This design comes from an exercise in tuning for small area, a short achievable clock period and few clock cycles on the open sky130 flow, not from production work.
Function was checked by simulation only, so behaviour that the tests miss may differ from the original.
Power figures rest on the tool's default switching activity, not on a simulated workload.

$ cat flow/config.mk
export PLATFORM = sky130hd
export DESIGN_NAME = execute_divide
export DESIGN_NICKNAME = execute_divide
export VERILOG_FILES = /design/flow/design.v
export SDC_FILE = /design/flow/constraint.sdc
export NUM_CORES = 4
export LEC_CHECK = 0
export CAP_MARGIN = 20
export CORE_MARGIN = 2
export CORE_UTILIZATION = 40
export PLACE_DENSITY = 0.6
export SLEW_MARGIN = 20
$ cat flow/run.sh
#!/bin/bash
# synth_recipe.tcl (not shown) runs the flow's synth.tcl, then flattens the netlist and writes it again
# the make line also repeats each setting of config.mk as NAME=value (left out here)
make -C /OpenROAD-flow-scripts/flow DESIGN_CONFIG=/design/flow/config.mk WORK_HOME=/design/flow/orfs CLKGATE_MAP_FILE= SYNTH_SCRIPT=/design/flow/synth_recipe.tcl finish
$ cat flow/design.v
module execute_divide(
    input               clk,
    input               rst_n,
    input               exe_reset,
    input               exe_ready,
    input               exe_is_8bit,
    input               exe_operand_16bit,
    input               exe_operand_32bit,
    input       [6:0]   exe_cmd,
    input       [31:0]  eax,
    input       [31:0]  edx,
    input       [31:0]  src,
    output              div_busy,
    output              exe_div_exception,
    output      [31:0]  div_result_quotient,
    output      [31:0]  div_result_remainder
);
wire div_start;
wire div_working;
wire div_exception_min_int;
wire div_exception_zero;
reg div_overflow_waiting;
reg [5:0] div_counter;
reg       div_one_time;
wire [64:0] div_numer;
wire [32:0] div_denom;
wire [32:0] div_denom_neg;
wire [64:0] div_diff;
reg [63:0] div_dividend;
reg [63:0] div_divisor;
reg [32:0] div_quotient;
wire div_quotient_neg;
wire div_remainder_neg;
wire div_overflow_8bit;
wire div_overflow_16bit;
wire div_overflow_32bit;
wire div_overflow;
assign exe_div_exception = div_exception_zero || div_exception_min_int || div_overflow_waiting;
assign div_start  = ~(exe_div_exception) && ~(div_one_time) && div_counter == 6'd0 && (exe_cmd == 7'd43 || exe_cmd == 7'd42 || exe_cmd == 7'd32);
assign div_working= div_counter > 6'd1;
assign div_busy   = div_counter != 6'd0 || ~(div_one_time);
always @(posedge clk or negedge rst_n) begin
    if(rst_n == 1'b0)            div_one_time <= 1'b0;
    else if(exe_reset)           div_one_time <= 1'b0;
    else if(exe_ready)           div_one_time <= 1'b0;
    else if(div_counter > 6'd1)  div_one_time <= 1'b1;
end
assign div_exception_min_int = div_counter == 6'd0 && exe_cmd == 7'd43 && (
    (  exe_is_8bit  &&                                                   eax[15:0] == 16'h8000) ||
    ((~exe_is_8bit) && exe_operand_16bit && edx[15:0] == 16'h8000     && eax[15:0] == 16'h0000) ||
    ((~exe_is_8bit) && exe_operand_32bit && edx       == 32'h80000000 && eax       == 32'h00000000));
assign div_exception_zero = div_counter == 6'd0 && (exe_cmd == 7'd43 || exe_cmd == 7'd42 || exe_cmd == 7'd32) && (
    (exe_is_8bit        && src[7:0]  == 8'd0) ||
    (exe_operand_16bit  && src[15:0] == 16'd0) ||
    (exe_operand_32bit  && src       == 32'd0) );
always @(posedge clk or negedge rst_n) begin
    if(rst_n == 1'b0)                               div_overflow_waiting <= 1'b0;
    else if(exe_reset)                              div_overflow_waiting <= 1'b0;
    else if(div_counter == 6'd1 && div_overflow)    div_overflow_waiting <= 1'b1;
end
always @(posedge clk or negedge rst_n) begin
    if(rst_n == 1'b0)                       div_counter <= 6'd0;
    else if(exe_reset)                      div_counter <= 6'd0;
    else if(div_start && exe_is_8bit)       div_counter <= 6'd10;
    else if(div_start && exe_operand_16bit) div_counter <= 6'd18;
    else if(div_start && exe_operand_32bit) div_counter <= 6'd34;
    else if(div_counter != 6'd0)            div_counter <= div_counter - 6'd1;
end
assign div_numer =
    (exe_cmd == 7'd32)?  { 57'd0, eax[7:0] } :
    (exe_is_8bit)?          { {49{(exe_cmd == 7'd43) & eax[15]}}, eax[15:0] } :
    (exe_operand_16bit)?    { {33{(exe_cmd == 7'd43) & edx[15]}}, edx[15:0], eax[15:0] } :
                            {    ((exe_cmd == 7'd43) & edx[31]),  edx, eax };
assign div_denom =
    (exe_is_8bit)?          { {25{(exe_cmd == 7'd43) & src[7]}},  src[7:0] } :
    (exe_operand_16bit)?    { {17{(exe_cmd == 7'd43) & src[15]}}, src[15:0] } :
                            {    ((exe_cmd == 7'd43) & src[31]),  src };
assign div_denom_neg = -div_denom;
assign div_diff = div_dividend - div_divisor;
always @(posedge clk or negedge rst_n) begin
    if(rst_n == 1'b0)                               div_dividend <= 64'd0;
    else if(div_start && div_numer[64] == 1'b0)     div_dividend <=  div_numer[63:0];
    else if(div_start && div_numer[64] == 1'b1)     div_dividend <= -div_numer[63:0];
    else if(div_working && div_diff[64] == 1'b0)    div_dividend <= div_diff[63:0];
end
always @(posedge clk or negedge rst_n) begin
    if(rst_n == 1'b0)                                                   div_divisor <= 64'd0;
    else if(div_start && div_denom[32] == 1'b0 && exe_is_8bit)          div_divisor <= { 48'd0, div_denom    [7:0], 8'd0 };
    else if(div_start && div_denom[32] == 1'b1 && exe_is_8bit)          div_divisor <= { 48'd0, div_denom_neg[7:0], 8'd0 };
    else if(div_start && div_denom[32] == 1'b0 && exe_operand_16bit)    div_divisor <= { 32'd0, div_denom    [15:0],16'd0 };
    else if(div_start && div_denom[32] == 1'b1 && exe_operand_16bit)    div_divisor <= { 32'd0, div_denom_neg[15:0],16'd0 };
    else if(div_start && div_denom[32] == 1'b0 && exe_operand_32bit)    div_divisor <= {        div_denom    [31:0],32'd0 };
    else if(div_start && div_denom[32] == 1'b1 && exe_operand_32bit)    div_divisor <= {        div_denom_neg[31:0],32'd0 };
    else if(div_working)                                                div_divisor <= { 1'b0, div_divisor[63:1] };
end
always @(posedge clk or negedge rst_n) begin
    if(rst_n == 1'b0)                               div_quotient <= 33'd0;
    else if(div_start)                              div_quotient <= 33'd0;
    else if(div_working && div_diff[64] == 1'b0)    div_quotient <= { div_quotient[31:0], 1'b1 };
    else if(div_working && div_diff[64] == 1'b1)    div_quotient <= { div_quotient[31:0], 1'b0 };
end
assign div_quotient_neg   = div_numer[64] ^ div_denom[32];
assign div_remainder_neg  = div_numer[64];
assign div_overflow_8bit =
    (exe_cmd == 7'd43 && ( (~(div_quotient_neg) && div_quotient[8:7] != 2'b00) || (div_quotient_neg && div_quotient[8:0] > 9'h80) )) ||
    (exe_cmd != 7'd43 && div_quotient[8]);
assign div_overflow_16bit =
    (exe_cmd == 7'd43 && ( (~(div_quotient_neg) && div_quotient[16:15] != 2'b00) || (div_quotient_neg && div_quotient[16:0] > 17'h8000) )) ||
    (exe_cmd != 7'd43 && div_quotient[16]);
assign div_overflow_32bit =
    (exe_cmd == 7'd43 && ( (~(div_quotient_neg) && div_quotient[32:31] != 2'b00) || (div_quotient_neg && div_quotient[32:0] > 33'h80000000) )) ||
    (exe_cmd != 7'd43 && div_quotient[32]);
assign div_overflow = (exe_cmd == 7'd43 || exe_cmd == 7'd42) && (
    (exe_is_8bit       && div_overflow_8bit)  ||
    (exe_operand_16bit && div_overflow_16bit) ||
    (exe_operand_32bit && div_overflow_32bit));
assign div_result_quotient     = (div_quotient_neg)?   -div_quotient[31:0] : div_quotient[31:0];
assign div_result_remainder    = (div_remainder_neg)?  -div_dividend[31:0] : div_dividend[31:0];
wire _unused_ok = &{ 1'b0, div_denom_neg[32], 1'b0 };
endmodule
$ cat flow/constraint.sdc
create_clock -name core_clock -period 5.5 [get_ports {clk}]
set_input_delay 1.1000 -clock core_clock [delete_from_list [all_inputs] [get_ports {clk}]]
set_output_delay 1.1000 -clock core_clock [all_outputs]
set_load 0.01 [all_outputs]
==> run_results.csv <==
group,metric,value,unit
layout,area_growth,18.3,%
sta,fin_tns_setup,0,ns
setup_path,crit_top_cell,"clkdlybuf4s50_1",
setup_path,crit-reg2reg-launch,"div_divisor[39]$_DFFE_PN0P_",
setup_path,setup.worst_path.end_class,"output port",
cts,clkLatencyLatePin,0.48,ns
setup_path,crit_chain,"clkdlybuf4s50_1, or4b_4, o32ai_1, or2_2, nand2_1, buf_4, xnor2_2, buf_12, o21ai_0, xnor2_1, clkdlybuf4s50_1",
place,dp_slack,0.192,ns
layout,final_layout_size_suffix_gt1_frac,0.0591,
layout,final_cell_mix,"nand2_1, a21oi_1, clkdlybuf4s50_1, dfrtp_1, o21ai_0",
power_and_ir_drop,peakVddDrop,0.342,mV
setup_path,r2r_setup_slack,1.23,ns
worst_hold_path,holdPathStages,2,
detailed_routing,firstDrtPassIters,5,
cts,htree_levels,4,
place,io_buffers,175,
sta,fmax,188,MHz
layout,layout.nets,2587,
floorplan,rows,75,
cts,cts-root-buf,"clkbuf_16",
logic_synthesis,ys.flop_type,"dfrtp_1",
setup_path,start_kind,"input port",
power_and_ir_drop,clkPwrFrac,0.108,
power_and_ir_drop,power.density,594,mW/mm^2
setup_path,crit_slowest_cell,"or4b_4",
sta,finalMaxSlewViolations,0,
sta,finalClockSkew,0.0235,ns
global_route,use_met1,0.384,
logic_synthesis,synthesis.area,0.0169,sq mm
global_route,grt_start_max_net_pins,86,
cts,cts_made_buffers,17,
floorplan,start_util,0.404,
detailed_routing,wl_per_cell,22.4,um
global_route,grt_pass1_wl,103000,um
detailed_routing,postRouteAntennaNets,0,
global_route,grt_antenna_before_repair,1,
place,globalplace.congestion,0.944,
setup_path,critPathMaxStageDelay,0.60,ns
layout,fillers,4238,
floorplan,core_region_area,0.0419,sq mm
detailed_routing,drt_iter0_markers,1462,
job,cap_violations,0,
global_route,grt_pass1_vias,17600,
cts,cts_tree,"built",
global_route,busiest_layer,"met2",
sta,period_share,0.969,
power_and_ir_drop,switching_share,0.510,
floorplan,die_y,210,um
place,dp_hpwl,51400,um
power_and_ir_drop,leakagePower,7.87,nW
worst_hold_path,hold_path.class,"flip-flop to flip-flop",
detailed_routing,drcViolationCount,0,
outcome,status,"finished clean",
logic_synthesis,yosysSeqAreaShare,0.250,
power_and_ir_drop,seq_power_share,0.206,
detailed_routing,post_drt_via_cell_ratio,6.16,
sta,final_hold_viol_count,0,
logic_synthesis,synth_cell_type_count,94,
power_and_ir_drop,p_int,5.82,mW
detailed_routing,vias,18200,
detailed_routing,wl,66200,um
sta,worst_pin_slew,0.899,ns
setup_path,criticalPathCategory,"input port to output port",
logic_synthesis,async_flop_share,1.00,
power_and_ir_drop,p_switching,6.06,mW
layout,diodes,0,
logic_synthesis,synth_nets,2468,
global_route,grt_overflow,0,
setup_path,r2r_end,"div_dividend[5]$_DFFE_PN0P_",
floorplan,die_x,210,um
setup_path,reg2reg_depth,13,
layout,final_common_cell,"nand2_1",
floorplan,dieArea,0.0439,sq mm
global_route,grt_use_met2,0.496,
cts,clkSinkCount,169,
sta,finalCriticalPeriod,5.33,ns
setup_path,critPathRequiredTime,4.40,ns
sta,finalSetupViolCount,0,
cts,cts.reportedPaths.clkPinSlew,0.07,ns
setup_path,cp_top_family,"buffers and inverters",
sta,rsz0062_at_grt,"no",
cts,cts_hold_buf,0,
setup_path,path_buf_inv,4,
setup_path,path_max_fanout,27,
logic_synthesis,synth_cells,2286,
setup_path,cp_data_arrival_time,4.23,ns
setup_path,critPathLaunch,"exe_cmd[6]",
setup_path,cp-endpoint,"div_result_quotient[27]",
logic_synthesis,ys_seq_elements,169,
global_route,met3_usage,0.0404,
floorplan,io_pins,176,
logic_synthesis,synth_warnings,1,
cts,clockBufferDepth,2,
power_and_ir_drop,p_comb_frac,0.686,
sta,max-slew-margin-rel,0.398,
logic_synthesis,syn_area_per_cell,7.40,sq um
sta,layout_setup_ws,0.173,ns
setup_path,cp.depth,11,
global_route,grt.total_usage,0.299,
logic_synthesis,synth_edf_count,0,
## cells in the mapped netlist (14+ instances only)
cell,instances,area share
a211oi_1,40,0.018
a21o_1,50,0.022
a21oi_1,240,0.071
a22oi_1,34,0.015
a31oi_1,40,0.015
and2_1,28,0.010
and3_1,20,0.0074
buf_2,25,0.0074
clkbuf_1,100,0.022
dfrtp_1,169,0.25
ha_1,71,0.053
inv_1,95,0.021
mux2i_1,40,0.024
nand2_1,320,0.071
nand2b_1,19,0.0070
nand3_1,42,0.012
nand4_1,26,0.0096
nor2_1,140,0.031
nor3_1,66,0.020
nor4_1,30,0.011
o211ai_1,19,0.0084
o21a_1,19,0.0084
o21ai_0,167,0.049
o21ai_1,33,0.0098
o21bai_1,14,0.0062
o22ai_1,15,0.0055
o31ai_1,36,0.016
or3_1,30,0.011
or4_1,16,0.0071
xnor2_1,108,0.056
xor2_1,59,0.031
## tightest hold or removal path: cells and delay by family, from the launching register on
family          cells  cell delay [ns]
flops               1             0.34
compound gates      1             0.07
simple gates        1             0.05
## power groups by stage
stage / clock, mW / sequential [mW] / combinational [mW]
floorplan: 0 / 2.18 / 5.76
detailed placement: 0 / 2.46 / 8.07
global placement: 0 / 2.45 / 7.98
finish: 1.28 / 2.45 / 8.16
global route: 1.34 / 2.50 / 9.01
CTS: 1.30 / 2.43 / 8.11
## routing by layer
metal	up-vias	routed length, um
li1	8615	-
met1	8801	27800
met2	658	31200
met3	142	3690
met4	0	3560
met5	-	0
## cell families after synthesis
group | share of synthesized area
compound gates | 0.305
xor+xnor | 0.0865
fa+ha+maj | 0.0537
buf+inv | 0.0539
flops | 0.250
mux | 0.0263
simple gates | 0.224
## final cells by class
| class | count | area [sq um] | share of cell area |
|---|---|---|---|
| inverter | 95 | 357 | 0.0178 |
| timing repair buffer | 236 | 2270 | 0.113 |
| multi-input combinational | 1886 | 11800 | 0.592 |
| clock inverter | 15 | 204 | 0.0102 |
| sequential | 169 | 4230 | 0.211 |
| clock buffer | 17 | 425 | 0.0213 |
| tap | 539 | 674 | 0.0337 |
## worst min-delay path by stage
| stage | endpoint | from | slack, ns |
|---|---|---|---|
| 4_1_cts | div_divisor[52]$_DFFE_PN0P_ | div_divisor[52]$_DFFE_PN0P_ | 0.49 |
| 6_report | div_divisor[52]$_DFFE_PN0P_ | div_divisor[52]$_DFFE_PN0P_ | 0.49 |
| 5_1_grt | div_divisor[52]$_DFFE_PN0P_ | div_divisor[52]$_DFFE_PN0P_ | 0.51 |
| 3_3_place_gp | div_divisor[52]$_DFFE_PN0P_ | div_divisor[52]$_DFFE_PN0P_ | 0.47 |
| 2_1_floorplan | div_divisor[52]$_DFFE_PN0P_ | div_divisor[52]$_DFFE_PN0P_ | 0.46 |
| 3_5_place_dp | div_divisor[52]$_DFFE_PN0P_ | div_divisor[52]$_DFFE_PN0P_ | 0.48 |
## flip-flops by register name, summed over array words and instances, names as in the netlist
signal                cells
div_dividend             64
div_overflow_waiting      1
div_divisor              64
div_one_time              1
div_counter               6
div_quotient             33
## through the flow
step           instance area (sq um)  hold slack, ns  power, mW   util  instances
2_1_floorplan                  16900           0.456       7.93      -       2286
3_3_place_gp                   19400           0.474       10.4  0.463       2925
3_5_place_dp                   19400           0.479       10.5  0.463       2925
4_1_cts                        20000           0.494       11.8  0.478       2957
5_1_grt                        20000           0.513       12.9  0.478       2957
6_report                       20000           0.492       11.9  0.478       2957
## timing repair
item,CTS,global route
resized for setup,0,1
endpoints found under the setup margin,0,1
buffers inserted,0,0
Testbench counts, summed over its fixed seeds: cycles 79,288.

==> static timing again, ports no longer ideal <==
Ports are ideal in the flow. The routed layout listed here was re-timed in OpenROAD. Step 1 sets driving cells, clkbuf_16 on the clock port and buf_2 on the other inputs (assumed; they add their load-dependent delay and slew). Step 2 adds t to the input delays and takes it off the output delays; t is the mean of the earliest and latest rising clock arrival at the registers after step 1. Input paths then give back, and output paths get back, about the clock's delay inside the block. Three values: ideal ports, drivers, drivers and shift; two values: the first two.
t (ns): 0.525
slack for setup (ns): 0.173 / 0.151 / 0.151
worst hold slack (ns): 0.492 / 0.492 / 0.492
latest minus earliest clock arrival (ns): 0.024 / 0.024
slew at the worst register clock pin (ns): 0.09 / 0.09
After both steps setup and hold are still met in this run. For this run, drivers alone change the setup slack by -0.022 ns; drivers and shift together by -0.022 ns.
